What follows belongs to an exercise in optimizing a design on an open flow for small area; a production flow would make more cautious choices.
Function was checked by simulation only, so behaviour that the tests miss may differ from the original.

## flow/design.v (module list and top-level ports; edited modules follow where they fit)
// module signed_mult: 743 lines
// module dsm_add: 75 lines
// module lz_xstep: 110 lines
// module mac_brow: 10 lines
// module mac_benc: 7 lines
// module mac_bsel: 5 lines
// module mac_bsel0: 5 lines
// module mac_fa: 6 lines
// module mac_ha: 6 lines
// module mac_maj: 5 lines
// module Slowclock: 13 lines
// module Lorenz: 39 lines
// module lz_next: 6 lines
// module second_DSM_DAC: 26 lines
// module Lorenz3D: 41 lines
module Lorenz3D(
    clk,
    rst,
    x_init,
    y_init,
    z_init,
    pinX,
    pinY,
    pinZ,
    x,
    y,
    z
    );
  // ...
==> flow/flow/run.sh <==
#!/bin/bash
# Layout flow: the standard synthesis and layout, with one extra step
# between them: combinational cells that synthesis sized up but that drive
# few loads are set back to their smallest drive strength (registers are
# left as synthesis made them); the layout's own timing repair sizes up
# again wherever timing needs it.  Port buffers use the smallest buffer.
set -euo pipefail
bash standard.sh synth > synth.log 2>&1
RESULTS=orfs/results/$FLOW_PLATFORM/Lorenz3D/base \
  openroad -no_init -exit flow/downsize.tcl > downsize.log 2>&1
BUFFER_PORTS_ARGS="-buffer_cell sky130_fd_sc_hd__buf_1" \
  bash standard.sh > layout.log 2>&1
==> flow/flow/downsize.tcl <==
set odb $::env(RESULTS)/1_synth.odb
read_db $odb
set db [ord::get_db]
set block [ord::get_db_block]
set n 0
set saved 0.0
foreach inst [$block getInsts] {
  set master [$inst getMaster]
  set name [$master getName]
  if {[$master isSequential]} { continue }
  if {![regexp {^(sky130_fd_sc_hd__([a-z0-9]+))_([0-9]+)$} $name -> base func size]} { continue }
  if {[regexp {^(df|edf|sdf|dl|buf|clk|conb|tap|fill|decap|diode|fa$|ha$)} $func]} { continue }
  set fanout 0
  foreach it [$inst getITerms] {
    if {[$it isOutputSignal]} {
      set net [$it getNet]
      if {$net ne "NULL"} {
        incr fanout [expr {[llength [$net getITerms]] + [llength [$net getBTerms]] - 1}]
      }
    }
  }
  if {$fanout > 4} { continue }
  foreach s {0 1} {
    if {$s >= $size} { break }
    set m [$db findMaster ${base}_$s]
    if {$m ne "NULL"} {
      set saved [expr {$saved + ([$master getWidth] - [$m getWidth]) * [$master getHeight] / 1e6}]
      $inst swapMaster $m
      incr n
      break
    }
  }
}
puts "downsized $n instances, [format %.1f $saved] um^2"
write_db $odb
==> flow/standard.sh <==
#!/bin/bash
# synth_recipe.tcl (not shown) runs the flow's synth.tcl, then flattens the netlist and writes it again
# the make line also repeats each setting of config.mk as NAME=value (left out here)
make -C /OpenROAD-flow-scripts/flow DESIGN_CONFIG=/design/flow/config.mk WORK_HOME=/design/flow/orfs CLKGATE_MAP_FILE= SYNTH_SCRIPT=/design/flow/synth_recipe.tcl "${@:-finish}"
==> flow/config.mk <==
export PLATFORM = sky130hd
export DESIGN_NAME = Lorenz3D
export DESIGN_NICKNAME = Lorenz3D
export VERILOG_FILES = /design/flow/design.v
export SDC_FILE = /design/flow/constraint.sdc
export NUM_CORES = 4
export LEC_CHECK = 0
export CAP_MARGIN = 0
export CORE_MARGIN = 2
export CORE_UTILIZATION = 70
export CTS_BUF_LIST = sky130_fd_sc_hd__clkbuf_8
export CTS_CLUSTER_DIAMETER = 60
export CTS_CLUSTER_SIZE = 16
export SLEW_MARGIN = 0
export SYNTH_HIERARCHICAL = 1
==> flow/constraint.sdc <==
create_clock -name core_clock -period 18.0 [get_ports {clk}]
set_input_delay 3.6000 -clock core_clock [delete_from_list [all_inputs] [get_ports {clk}]]
set_output_delay 3.6000 -clock core_clock [all_outputs]
set_load 0.01 [all_outputs]
==> impl_metrics.yaml, run 1 <==
outcome:
  status: "timing/DRC/antenna clean"
synth:
  syn_inst: 2718
floorplan:
  core_sq_mm: 0.0439
grt:
  grt_pass1_wl_um: 153000
  met3_usage: 0.118
  gr-total-overflow: 0
  met1_usage: 0.593
critical_path:
  critPathLaunch: "L1.x[0]"
  cp_num_cells: 46
  reg2reg_depth: 46
layout:
  layout_common_cells: "619 x fa_1, 414 x xnor2_1, 385 x a22oi_1"
  area_growth_pct: 8.50
  nNonClkBuffers: 279
  dominant_cells: "multi-input gates"
  final_area_sq_mm: 0.0336
  multi_input_area_share: 0.752
  seqCellArea_sq_mm: 0.00513
  final_common_cell: "fa_1"
  area_share_nonclk_buffers: 0.0406
place:
  io_buffers: 196
  dp_worst_setup_slack_ns: 0.728
drt:
  wl_met1_um: 35700
  ant_nets: 0
  first_pass_iters: 10
  via_count: 24937
worst_hold_path:
  whs_path_depth: 2
  min_to: "L1.z[3]"
cts:
  ctsLongestPathBuffers: 3
  insertion_delay_ns: 0.63
==> inputs of run 2 (changes only) <==
--- a/flow/config.mk
+++ b/flow/config.mk
@@ -9,6 +9,6 @@
 export CORE_MARGIN = 2
-export CORE_UTILIZATION = 70
+export CORE_UTILIZATION = 60
 export CTS_BUF_LIST = sky130_fd_sc_hd__clkbuf_8
-export CTS_CLUSTER_DIAMETER = 60
-export CTS_CLUSTER_SIZE = 16
+export CTS_CLUSTER_DIAMETER = 50
+export CTS_CLUSTER_SIZE = 12
 export SLEW_MARGIN = 0
==> run 2 against run 1 <==
Still clean. Register-to-register slack about the same. Worst setup slack better by 0.014 ns. Wire length up 4.3%. Die area up 16%.
==> impl_metrics.yaml, run 2 <==
worst_hold_path:
  hold_class: "register to register"
  whs_path_depth: 2
synth:
  syn_inst: 2718
  avgSynthCellArea_sq_um: 11.4
  synthesis.area_sq_mm: 0.0310
  yosys_warnings: 9
sta:
  timing.final.ws_setup_ns: 0.755
  clock-skew-final_ns: 0.0537
  tightest_slew_ns: 1.21
  maxSlewHeadroom: 0.190
  setup_violations: 0
  fmaxAchievable_ghz: 0.0580
  setup_tns_ns: 0
  fin_crit_ns: 17.24
  hold_slack_ns: 0.487
  drv_slew: 0
  finalHoldViolCount: 0
  rsz0062_at_grt: "no"
  fin_crit_sh: 0.958
critical_path:
  critPathMaxStageDelay_ns: 0.57
  critPathKind: "register to register"
  critPathMaxFanout: 4
  worstSetupEndpointType: "register"
  critPathLaunch: "L1.x[0]"
  r2r-start: "L1.x[0]"
  crit_top_cell: "fa_1"
  worst_setup_path_start_kind: "register"
  ff2ff_setup_slack_ns: 0.76
  rr_endpoint: "L1.x[31]"
  crit_end: "L1.x[31]"
  slowest_stage: "fa_1"
  critPathArrivalTime_ns: 17.75
  cp.required_ns: 18.51
  reg2reg_depth: 46
floorplan:
  ios: 197
  core_sq_mm: 0.0512
  die_area_sq_mm: 0.0534
  rows: 83
  start_util: 0.605
  dieHeight_um: 231
  die_width_um: 231
layout:
  drive_above_1_share: 0.0607
  num-nets-final: 3807
  area_growth_pct: 9.89
  final_common_cell: "fa_1"
  diodes: 0
  layout_common_cells: "619 x fa_1, 414 x xnor2_1, 385 x a22oi_1"
  finalNonFillerCells: 3694
grt:
  grt_max_degree: 104
  grt_pass1_vias: 26098
  antenna_found_initial: 0
  track_usage: 0.390
  grt_pass1_wl_um: 158000
  gr-total-overflow: 0
drt:
  ant_nets: 0
  drc: 0
  post_drt_wl_per_cell_um: 27.7
  via_count: 24390
  via_per_inst: 6.60
  drtIter0Drc: 3114
  first_pass_iters: 11
  routed_wl_um: 102000
cts:
  path_clk_slew_ns: 0.09
  cts_tree: "built"
  htree_levels: 1
  numCtsBuffers: 30
  post-cts-setup-buffers: 0
  cts-root-buf: "clkbuf_8"
  cts_resized: 0
  ctsLongestPathBuffers: 3
  cts_sinks: 256
  insertion_delay_ns: 0.66
  postCtsHoldBufs: 0
place:
  dp_worst_setup_slack_ns: 0.764
  io_buffers: 196
  dpl.cell_count: 3641
  dpl.hpwl_um: 74200
  gp_congestion: 0.960
job:
  cap_violations: 0
outcome:
  status: "timing/DRC/antenna clean"
-- run 2: cell count changes in the layout (fill, tap and decap cells not counted), sizes merged --
cell	previous run	this run
diode	2	0
bufinv	1	5
buf	278	286
inv	170	168
clkbuf	26	38
clkinv	7	6
-- run 2: metrics by stage --
stage	utilization	area (sq um)
floorplan	-	31000
global placement	0.650	33300
detailed placement	0.650	33300
CTS	0.664	34000
global route	0.664	34000
finish	0.664	34000
-- run 2: worst min path at each step --
stage / startpoint / end / slack, ns
after floorplan: clock.phase[0] / clock.phase[0] / 0.42
after global placement: L1.t[7] / L1.z[7] / 0.48
after detailed placement: L1.t[1] / L1.z[1] / 0.49
after CTS: L1.t[20] / L1.z[20] / 0.49
after global routing: L1.t[7] / L1.z[7] / 0.54
final: L1.t[20] / L1.z[20] / 0.49
-- run 2: critical path, delay by kind of cell, from the launching register on --
family / cells / cell delay, ns
compound gates: 1 / 0.27
xor+xnor: 1 / 0.14
fa+ha+maj: 42 / 16.15
buf+inv: 2 / 0.13
flops: 1 / 0.38
-- run 2: metal layers --
layer  global-route usage  wire length (um)  vias up
li1                     -                 -    10048
met1                0.539             39900    12447
met2                0.599             46200     1627
met3                0.105             12400      268
met4                0.132              3750        0
met5                    0                 0        -
-- run 2: area by class of cell --
type / count / area [sq um]
Timing Repair Buffer: 287 / 1440
Clock inverter: 16 / 228
Clock buffer: 37 / 509
Multi-Input combinational cell: 2255 / 25300
Sequential cell: 256 / 5130
Tap cell: 680 / 851
Inverter: 163 / 613
Fill cell: 4100 / 17200

==> separate check: timing with driven ports <==
The results above use ideal ports. As a check the final layouts listed here were re-extracted and re-timed, cells and wires unchanged. Step 1 assumes that a clkbuf_16 drives the clock port and a buf_2 every other input. Step 2 times the ports against the registers' clock, not the clock port: input delays grow and output delays shrink by t, the midpoint of the rising clock arrivals with the driver on. Slacks: ideal / step 1 / step 2; pairs: ideal / step 1.
| run | shift t [ns] | slack for setup (ns) | worst setup path after step 2 | clock arrival spread, ns |
|---|---|---|---|---|
| run 1 | 0.655 | 0.741 / 0.741 / 0.741 | register to register | 0.047 / 0.047 |
| run 2 | 0.691 | 0.755 / 0.755 / 0.755 | register to register | 0.054 / 0.054 |
After both steps setup and hold are still met in every run listed.
